Source: an optimization exercise on an open RTL-to-GDS flow (aim: small area). Production flows keep margins and buffers that such runs may drop. Function was checked by simulation only, so behaviour that the tests miss may differ from the original. No activity file was given, so power comes from the tool's default toggle rates.

==> flow/design.v <==
`timescale 1ns / 1ps
module helper_bcd_to_7seg(
    input wire [3:0] bcd_in,
    output wire [6:0] seg_out
);
    wire A = bcd_in[3], B = bcd_in[2], C = bcd_in[1], D = bcd_in[0];
    wire a = A | C | (B & D) | (~B & ~D);
    wire b = ~B | (~C & ~D) | (C & D);
    wire c = B | ~C | D;
    wire d = A | (~B & ~D) | (~B & C) | (C & ~D) | (B & ~C & D);
    wire e = (~B & ~D) | (C & ~D);
    wire f = A | (~C & ~D) | (B & ~C) | (B & ~D);
    wire g = A | (~B & C) | (B & ~C) | (C & ~D);
    assign seg_out = ~{g, f, e, d, c, b, a};
endmodule
`timescale 1ns / 1ps
module seven_seg_display(
    input wire [1:0] digit_index,
    input wire [1:0] state,
    input wire neg,
    input wire [14:0] prod,       
    output wire [6:0] seg,
    output reg [3:0] an
);
    wire [2:0] k = {1'b0, digit_index} + 3'd2 - {1'b0, state};
    wire [7:0] v = k[2] | k[1] ? prod[14:7] : {1'b0, prod[6:0]};
    wire [3:0] tens, units;
    wire hund;
    bin_to_bcd conv (.m(v), .hu(hund), .t(tens), .u(units));
    wire [6:0] dseg;
    helper_bcd_to_7seg d5 (.bcd_in(k[2] ? {3'd0, hund} : k[0] ? tens : units), .seg_out(dseg));
    wire sign_digit = (digit_index == 2'd3);
    assign seg = sign_digit ? {~neg, 6'b111111} : dseg;
    always @(*) begin
        case (digit_index)
            2'd0: an = 4'b1110;
            2'd1: an = 4'b1101;
            2'd2: an = 4'b1011;
            default: an = 4'b0111;
        endcase
    end
endmodule
`timescale 1ns / 1ps
module bin_to_bcd(
    input [7:0] m,
    output hu,
    output [3:0] t, u
);
    wire [3:0] a1, a2, a3, a4, a5, a6;
    add3 s1 (.v({1'b0, m[7:5]}), .o(a1));
    add3 s2 (.v({a1[2:0], m[4]}), .o(a2));
    add3 s3 (.v({a2[2:0], m[3]}), .o(a3));
    add3 s4 (.v({a3[2:0], m[2]}), .o(a4));
    add3 s5 (.v({a4[2:0], m[1]}), .o(a5));
    add3 s6 (.v({a1[3], a2[3], a3[3], a4[3]}), .o(a6));
    assign u = {a5[2:0], m[0]};
    assign t = {a6[2:0], a5[3]};
    assign hu = a6[3];
endmodule
module add3(input [3:0] v, output [3:0] o);
    assign o[3] = v[3] | (v[2] & (v[1] | v[0]));
    assign o[2] = (v[3] & v[0]) | (v[2] & ~v[1] & ~v[0]);
    assign o[1] = (v[3] & ~v[0]) | (~v[2] & v[1]) | (v[1] & v[0]);
    assign o[0] = (v[3] & ~v[0]) | (~v[3] & ~v[2] & v[0]) | (v[2] & v[1] & ~v[0]);
endmodule
`timescale 1ns / 1ps
module serial_parallel_multiplier(
    input clk, rst,
    input start,
    input [7:0] x, y,
    output [14:0] prod,    
    output neg,
    output flag
);
    reg [3:0] cnt;
    reg [7:0] xr;      
    reg s;             
    reg [6:0] d0;
    reg [7:0] d1;
    wire idle = (cnt == 4'd0) || (cnt == 4'd10);
    wire step = (cnt != 4'd0) && (cnt <= 4'd8);
    wire cap = start && idle;
    assign flag = (cnt == 4'd10);
    wire [7:0] ym = y[7] ? (~y + 1'b1) : y;
    wire ybit = d1[7];
    wire [6:0] xm = xr[6:0] ^ {7{xr[7]}};
    wire [8:0] t0 = {1'b0, d0, 1'b0} + (ybit ? {2'b0, xm} : 9'd0) + (ybit & xr[7]);
    wire [1:0] q0 = (t0 >= 9'd300) ? 2'd3 : (t0 >= 9'd200) ? 2'd2 : (t0 >= 9'd100) ? 2'd1 : 2'd0;
    wire [6:0] n0 = t0 - q0 * 7'd100;
    wire [7:0] n1 = {d1[6:0], 1'b0} + q0;
    always @(posedge clk or posedge rst) begin
        if (rst)
            cnt <= 0;
        else if (cap)
            cnt <= 1;
        else if (!idle)
            cnt <= cnt + 1'b1;
    end
    always @(posedge clk) begin
        if (cap) begin
            xr <= x;
            s <= x[7] ^ y[7];
        end
        if (cap) begin
            d0 <= 0;
            d1 <= ym;
        end else if (step) begin
            d0 <= n0;
            d1 <= n1;
        end
    end
    assign prod = {d1, d0};
    assign neg = s & (|prod);
endmodule
`timescale 1ns / 1ps
module top_control_unit(
    input wire clk,
    input wire reset,
    input wire btnL,
    input wire btnR,
    input wire btnC,
    input wire [7:0] multiplicand,
    input wire [7:0] multiplier,
    output wire [6:0] seg,
    output wire [3:0] an,
    output led
);
    reg [1:0] a;
    reg [4:0] s;
    reg [1:0] digit_index;
    reg [1:0] h;                        
    wire [1:0] l = digit_index + a;     
    wire wrap = h[1] & (l == 2'd2);     
    wire f = s[4] ? (s[2] & (s[0] | s[3])) : ~s[2];
    always @(posedge clk or posedge reset) begin
        if (reset) begin
            a <= 0;
            s <= 0;
            digit_index <= 0;
            h <= 0;
        end else begin
            a <= a + 1'b1;
            s <= {s[3:0], f};
            if (wrap) begin
                h <= 2'b00;
                digit_index <= digit_index + 1'b1;
            end else if (l == 2'd3)
                h <= {h[0], ~h[0]};
        end
    end
    wire tick = (a == 2'd1) && (s == 5'b10000);
    wire left_pressed, right_pressed, start_pressed;
    pushbutton_detector pb_left  (.clk(clk), .reset(reset), .en(tick), .x(btnL), .z(left_pressed));
    pushbutton_detector pb_right (.clk(clk), .reset(reset), .en(tick), .x(btnR), .z(right_pressed));
    pushbutton_detector pb_center(.clk(clk), .reset(reset), .en(tick), .x(btnC), .z(start_pressed));
    wire [14:0] prod;
    wire neg;
    serial_parallel_multiplier spm (
        .clk(clk), .rst(reset), .start(start_pressed),
        .x(multiplicand), .y(multiplier),
        .prod(prod), .neg(neg), .flag(led)
    );
    reg [1:0] state;
    always @(posedge clk or posedge reset) begin
        if (reset)
            state <= 0;
        else if (tick) begin
            case (state)
                2'd0: if (right_pressed) state <= 1;
                2'd1: begin
                    if (right_pressed) state <= 2;
                    else if (left_pressed) state <= 0;
                end
                2'd2: if (left_pressed) state <= 1;
                default: state <= 0;
            endcase
        end
    end
    seven_seg_display display_unit (
        .digit_index(digit_index),
        .state(state),
        .neg(neg),
        .prod(prod),
        .seg(seg),
        .an(an)
    );
endmodule
module pushbutton_detector(
    input clk, reset, en, x,
    output z
);
    reg [3:0] st;
    wire [3:0] nx;
    assign nx[0] = (~st[0] & x) | (st[2] & x);
    assign nx[1] = (~st[3] & st[1]) | (st[2] & ~st[0] & x);
    assign nx[2] = (st[0] & x) | (st[2] & st[1] & x);
    assign nx[3] = st[1] & (st[3] | ~st[0]);
    assign z = st[3] & ~st[1];
    always @(posedge clk or posedge reset)
        if (reset) st <= 4'd0;
        else if (en) st <= nx;
endmodule
Settings: LEC_CHECK=0, ABC_AREA=1, CAP_MARGIN=20, CORE_MARGIN=2, CORE_UTILIZATION=40, SLEW_MARGIN=20; clock period 30.0 ns.
standard.sh (not shown) runs the stock make flow with config.mk's settings and CLKGATE_MAP_FILE= SYNTH_SCRIPT=/design/flow/synth_recipe.tcl, a recipe that flattens the netlist after the stock synthesis.
==> flow/flow/run.sh <==
#!/bin/bash
# Standard synthesis, then the combinational logic re-mapped for area with
# yosys/abc (registers untouched), then the standard layout with small port
# buffers and a lighter clock tree.
set -euo pipefail
W=$(pwd)
R=$W/orfs/results/sky130hd/top_control_unit/base
LIB=$FLOW_HOME/platforms/sky130hd/lib/sky130_fd_sc_hd__tt_025C_1v80.lib

bash standard.sh $R/1_2_yosys.v > synth.log 2>&1
cp $R/1_2_yosys.v synth_std.v
cp $LIB lib.lib
python3 flow/splitlib.py lib.lib comb.lib seq.lib > splitlib.log 2>&1
yosys -s flow/resyn.ys > resyn.log 2>&1
cp synth_resyn.v $R/1_2_yosys.v
rm -f lib.lib comb.lib seq.lib

bash standard.sh \
  "BUFFER_PORTS_ARGS=-buffer_cell sky130_fd_sc_hd__buf_1" \
  "CTS_ARGS=-sink_clustering_enable -repair_clock_nets -buf_list sky130_fd_sc_hd__clkbuf_8 -dont_use_dummy_load" \
  finish > layout.log 2>&1
Other scripts of this flow, unchanged in this note and not shown: flow/flow/resyn.abc, flow/flow/resyn.ys, flow/flow/splitlib.py
Rerun with:
--- a/flow/design.v
+++ b/flow/design.v
@@ -73,17 +73,18 @@
     output flag
 );
     reg [3:0] cnt;
     reg [7:0] xr;      
+    reg [7:0] yr;      
     reg s;             
     reg [6:0] d0;
     reg [7:0] d1;
     wire idle = (cnt == 4'd0) || (cnt == 4'd10);
     wire step = (cnt != 4'd0) && (cnt <= 4'd8);
     wire cap = start && idle;
     assign flag = (cnt == 4'd10);
-    wire [7:0] ym = y[7] ? (~y + 1'b1) : y;
-    wire ybit = d1[7];
+    wire y7 = s ^ xr[7];
+    wire ybit = yr[7] ^ (y7 & (|yr[6:0]));
     wire [6:0] xm = xr[6:0] ^ {7{xr[7]}};
     wire [8:0] t0 = {1'b0, d0, 1'b0} + (ybit ? {2'b0, xm} : 9'd0) + (ybit & xr[7]);
     wire [1:0] q0 = (t0 >= 9'd300) ? 2'd3 : (t0 >= 9'd200) ? 2'd2 : (t0 >= 9'd100) ? 2'd1 : 2'd0;
     wire [6:0] n0 = t0 - q0 * 7'd100;
@@ -98,16 +99,16 @@
     end
     always @(posedge clk) begin
         if (cap) begin
             xr <= x;
+            yr <= y;
             s <= x[7] ^ y[7];
-        end
+        end else
+            yr <= {yr[6:0], 1'b0};
         if (cap) begin
-            d0 <= 0;
-            d1 <= ym;
+            d0 <= 0; d1 <= 0;
         end else if (step) begin
-            d0 <= n0;
-            d1 <= n1;
+            d0 <= n0; d1 <= n1;
         end
     end
     assign prod = {d1, d0};
     assign neg = s & (|prod);
@@ -186,17 +187,21 @@
     );
 endmodule
 module pushbutton_detector(
     input clk, reset, en, x,
-    output z
-);
-    reg [3:0] st;
-    wire [3:0] nx;
-    assign nx[0] = (~st[0] & x) | (st[2] & x);
-    assign nx[1] = (~st[3] & st[1]) | (st[2] & ~st[0] & x);
-    assign nx[2] = (st[0] & x) | (st[2] & st[1] & x);
-    assign nx[3] = st[1] & (st[3] | ~st[0]);
-    assign z = st[3] & ~st[1];
-    always @(posedge clk or posedge reset)
-        if (reset) st <= 4'd0;
-        else if (en) st <= nx;
-endmodule
+    output reg z
+);
+    reg q1, q2, q3, meta, sig1, x_prev;
+    always @(posedge clk or posedge reset) begin
+        if (reset) begin
+            q1 <= 0; q2 <= 0; q3 <= 0;
+            meta <= 0; sig1 <= 0;
+            x_prev <= 0; z <= 0;
+        end else if (en) begin
+            q1 <= x; q2 <= q1; q3 <= q2;
+            meta <= q1 & q2 & q3;
+            sig1 <= meta;
+            z <= sig1 & ~x_prev;
+            x_prev <= sig1;
+        end
+    end
+endmodule
What happened: Final area increases by roughly a tenth. Total power rose by a quarter to a third. First-iteration DRC count falls by roughly a tenth. Wire length is higher by a few percent. Final cell count climbs by a little under a tenth. Sequential share of layout area increases by 3.9 points.

[what the ideal ports hide]
The flow's constraints put no driver on any port. The routed layouts listed below were extracted and timed again, unchanged, in two steps. Step 1 (the two cells are an assumption about what drives the block):
set clk [get_ports {clk}]
set_driving_cell -lib_cell sky130_fd_sc_hd__clkbuf_16 $clk
set_driving_cell -lib_cell sky130_fd_sc_hd__buf_2 [delete_from_list [all_inputs] $clk]
Step 2 adds t to the input delays and takes it off the output delays; t is the mean of the earliest and latest rising clock arrival at the registers after step 1. Input paths then give back, and output paths get back, about the clock's delay inside the block. Slacks: ideal / step 1 / step 2; pairs: ideal / step 1.
run	t (ns)	setup slack, ns	hold slack, ns	worst data-port slew with drivers (ns)
the first run	0.324	19.170 / 19.139 / 19.463	0.389 / 0.389 / 0.389	0.04
the second run	0.357	19.241 / 19.214 / 19.570	0.384 / 0.384 / 0.384	0.03
After both steps setup and hold are still met in every run listed.
